This is an optimization exercise on Yosys and OpenROAD, whose aim is small area, a short achievable clock period and few clock cycles, not a production implementation.
The RTL was checked by simulation tests, not by an equivalence proof against the original design.
Power is estimated from default activity; no workload was simulated.

## R
Design core, start of the top module:
module core(
  input clk,
  input resetn,
  output [31:0] address,
  output [31:0] data_out,
  input [31:0] data_in,
  output we
);
reg [31:0] areg;       
reg [31:1] fpc;        
reg [31:2] xaddr;      
reg [31:0] sd;         
reg [31:0] ir;         
reg        v;          
reg [31:1] alt;        
reg [31:0] ra;         
reg [31:0] bx;         
reg        cin;        
reg        bpa, bpb, bps;   
reg is_lui, is_auipc, is_jal, is_jalr, is_br, is_load, is_store, is_opi, is_op, is_sys;
reg        m;          
reg        mw;         
reg        halted;
reg [4:0]  mrd;        
reg [2:0]  mf3;        
reg        mst;        
reg [31:0] wb;         
reg [4:0]  wbr;        
reg        wbv;        
reg [31:0] rf [1:31];
wire [2:0] f3 = ir[14:12];
wire [4:0] rd = ir[11:7];
wire ex = v & ~m & ~halted;
wire [31:0] xa = bpa ? wb : ra;
wire [31:0] xb = bpb ? (cin ? ~wb : wb) : bx;
wire [32:0] sum = {1'b0, xa} + {1'b0, xb} + {32'd0, cin};
wire ltu = ~sum[32];
wire lt  = (xa[31] == xb[31]) ? xa[31] : sum[31];
wire eq  = &(xa ^ xb);    
wire [4:0] shamt = xb[4:0];
wire shl = ~f3[2];
reg [31:0] sh_in, sh_rev;
integer k;
always @(*) begin
  for (k = 0; k < 32; k = k + 1) sh_in[k] = shl ? xa[31-k] : xa[k];
end
wire sh_fill = ir[30] & xa[31] & ~shl;
wire [63:0] sh_ext = {{32{sh_fill}}, sh_in} >> shamt;
wire [31:0] sh_out = sh_ext[31:0];
always @(*) begin
  for (k = 0; k < 32; k = k + 1) sh_rev[k] = shl ? sh_out[31-k] : sh_out[k];
end
reg [31:0] alu;
always @(*) begin
  case (f3)
    3'b000: alu = sum[31:0];
    3'b001: alu = sh_rev;
    3'b010: alu = {31'd0, lt};
    3'b011: alu = {31'd0, ltu};
    3'b100: alu = xa ^ xb;
    3'b101: alu = sh_rev;
    3'b110: alu = xa | xb;
    default: alu = xa & xb;
  endcase
end
reg taken;
always @(*) begin
  case (f3)
    3'b000: taken = eq;
    3'b001: taken = ~eq;
    3'b100: taken = lt;
    3'b101: taken = ~lt;
  ...
Size in the first run: about 5700 cells after synthesis, roughly 1300 flip-flops, roughly 99 I/O pins, roughly 67000 µm² of cells after synthesis.
clock: 12.0 ns
lec_check: 0
cap_margin: 20
core_margin: 2
core_utilization: 45
slew_margin: 20
synth_hierarchical: 1
standard.sh (not shown) runs the stock make flow with config.mk's settings and CLKGATE_MAP_FILE= SYNTH_SCRIPT=/design/flow/synth_recipe.tcl, a recipe that flattens the netlist after the stock synthesis.
==> flow/flow/run.sh <==
#!/bin/bash
# The standard layout (standard.sh) in two parts:
#  - synthesis to clock tree: adders are not mapped to the library's full/half-adder cells
#    (slow carry chains), ports are buffered with buf_4 (instead of a delay cell), the clock
#    tree uses clkbuf_4/clkbuf_8, and timing repair aims at a 7.5 ns setup slack margin;
#  - global and detailed route: timing repair aims at the same 7.5 ns margin, and fixes what
#    global-routing parasitics made worse.
# Registers are mapped as in the standard synthesis. Each part's make output goes to its own log.
set -euo pipefail
COMMON=(ADDER_MAP_FILE= "BUFFER_PORTS_ARGS=-buffer_cell sky130_fd_sc_hd__buf_4"
        "CTS_BUF_LIST=sky130_fd_sc_hd__clkbuf_4 sky130_fd_sc_hd__clkbuf_8")
bash standard.sh "${COMMON[@]}" SETUP_SLACK_MARGIN=7.5 cts > make_to_cts.log 2>&1
bash standard.sh "${COMMON[@]}" SETUP_SLACK_MARGIN=7.5 finish > make_finish.log 2>&1
Testbench counts of R, summed over its fixed seeds: cycles 196,504.
What Q does differently from R at the input level:
--- a/flow/design.v
+++ b/flow/design.v
@@ -5,13 +5,12 @@
   output [31:0] data_out,
   input [31:0] data_in,
   output we
 );
 reg [31:0] areg;       
 reg [31:1] fpc;        
-reg [31:2] xaddr;      
 reg [31:0] sd;         
 reg [31:0] ir;         
 reg        v;          
 reg [31:1] alt;        
 reg [31:0] ra;         
 reg [31:0] bx;         
@@ -128,13 +127,12 @@
 wire f_br    = fi[6:0] == 7'b1100011;
 wire f_auipc = fi[6:0] == 7'b0010111;
 wire f_lui   = fi[6:0] == 7'b0110111;
 wire f_store = fi[6:0] == 7'b0100011;
 wire f_op    = fi[6:0] == 7'b0110011;
 wire kill = ex & is_store & f_store;    
-wire smc = mst & v & (areg[31:16] == 16'd0) & (areg[15:2] == xaddr[15:2]);
 wire f_pred  = f_br & fi[31];
 wire [12:0] f_imm = {fi[31], fi[7], fi[30:25], fi[11:8], 1'b0};
 wire [13:0] f_lo;
 wire [18:0] f_hi = faddr[31:13];
 wire [18:0] f_hi_p, f_hi_m, f_up;
 core_add13 u_flo (.a(faddr[12:0]), .b(f_imm), .s(f_lo));
@@ -196,17 +194,15 @@
   end else begin
     if (ex & is_sys) begin
       halted <= 1'b1;
       v <= 1'b0;
     end else if (fetch) begin
       v <= ~redirect & ~kill;
-    end else if (m_last & smc) begin
-      v <= 1'b0;
     end
     if (mem_op) areg <= sum[31:0];
-    else if (m_last) areg <= smc ? {xaddr, 2'b00} : {fpc, 1'b0};
+    else if (m_last) areg <= {fpc, 1'b0};
     else if (m | halted) areg <= areg;
     else if (redirect) areg <= is_br ? {alt, 1'b0} : {sum[31:1], 1'b0};
     else areg <= f_pred ? f_tgt : f_seq;
     if (mem_op) m <= 1'b1;
     else if (m_last) m <= 1'b0;
     mw <= m & ~mw & mst & sub_word;
@@ -244,13 +240,12 @@
     bx <= s_inv ? ~s_b : s_b;
     cin <= s_inv;
     bpa <= hit1 & f_use1;
     bpb <= hit2 & (f_op | f_br);
     bps <= hit2 & f_store;
   end
-  if (ex & is_store) xaddr <= faddr[31:2];
   if (mem_op) begin
     mrd <= rd;
     mf3 <= f3;
     mst <= is_store;
   end
 end
## What came out
- Q against R; final cell count is down slightly.
- Across both runs, delay of the slowest critical-path stage was higher for Q than for R.
- Diff R -> Q: worst hold slack up 0.024 ns; core footprint now sits lower; count of multi-input gates lost 47; cell count after placement now smaller; area taken by flip-flops and latches moved down.
- Q against R: switching power increased 160 µW, simple-gate portion of the synthesized area grew by 0.24 points, multi-input gate share of the layout cell area higher.
- Taking R as the reference, in Q post-route clock period utilization went down, detailed-route wire length on metal 1 went up.
- No stage failed in Q, and the final checks on the layout all came back clean.
Testbench counts of Q, summed over its fixed seeds: cycles 196,504.

[afterwards: timing with drivers on the ports]
Ports are ideal in the flow. The routed layouts listed here were re-timed in OpenROAD. Step 1, drivers: a clkbuf_16 drives clk and a buf_2 each remaining input, both assumed. Step 2 times the ports against the registers' clock, not the clock port: input delays grow and output delays shrink by t, the midpoint of the rising clock arrivals with the driver on. Slacks: ideal ports / drivers / drivers and shift; pairs: ideal ports / drivers.
| run | shift t [ns] | setup slack, ns | worst setup path after step 2 |
|---|---|---|---|
| R | 1.035 | 7.264 / 7.238 / 6.203 | input to register |
| Q | 1.091 | 7.326 / 7.299 / 6.208 | input to register |
After both steps setup and hold are still met in every run listed. For Q, which loses most, drivers alone change the setup slack by -0.027 ns; drivers and shift together by -1.118 ns.
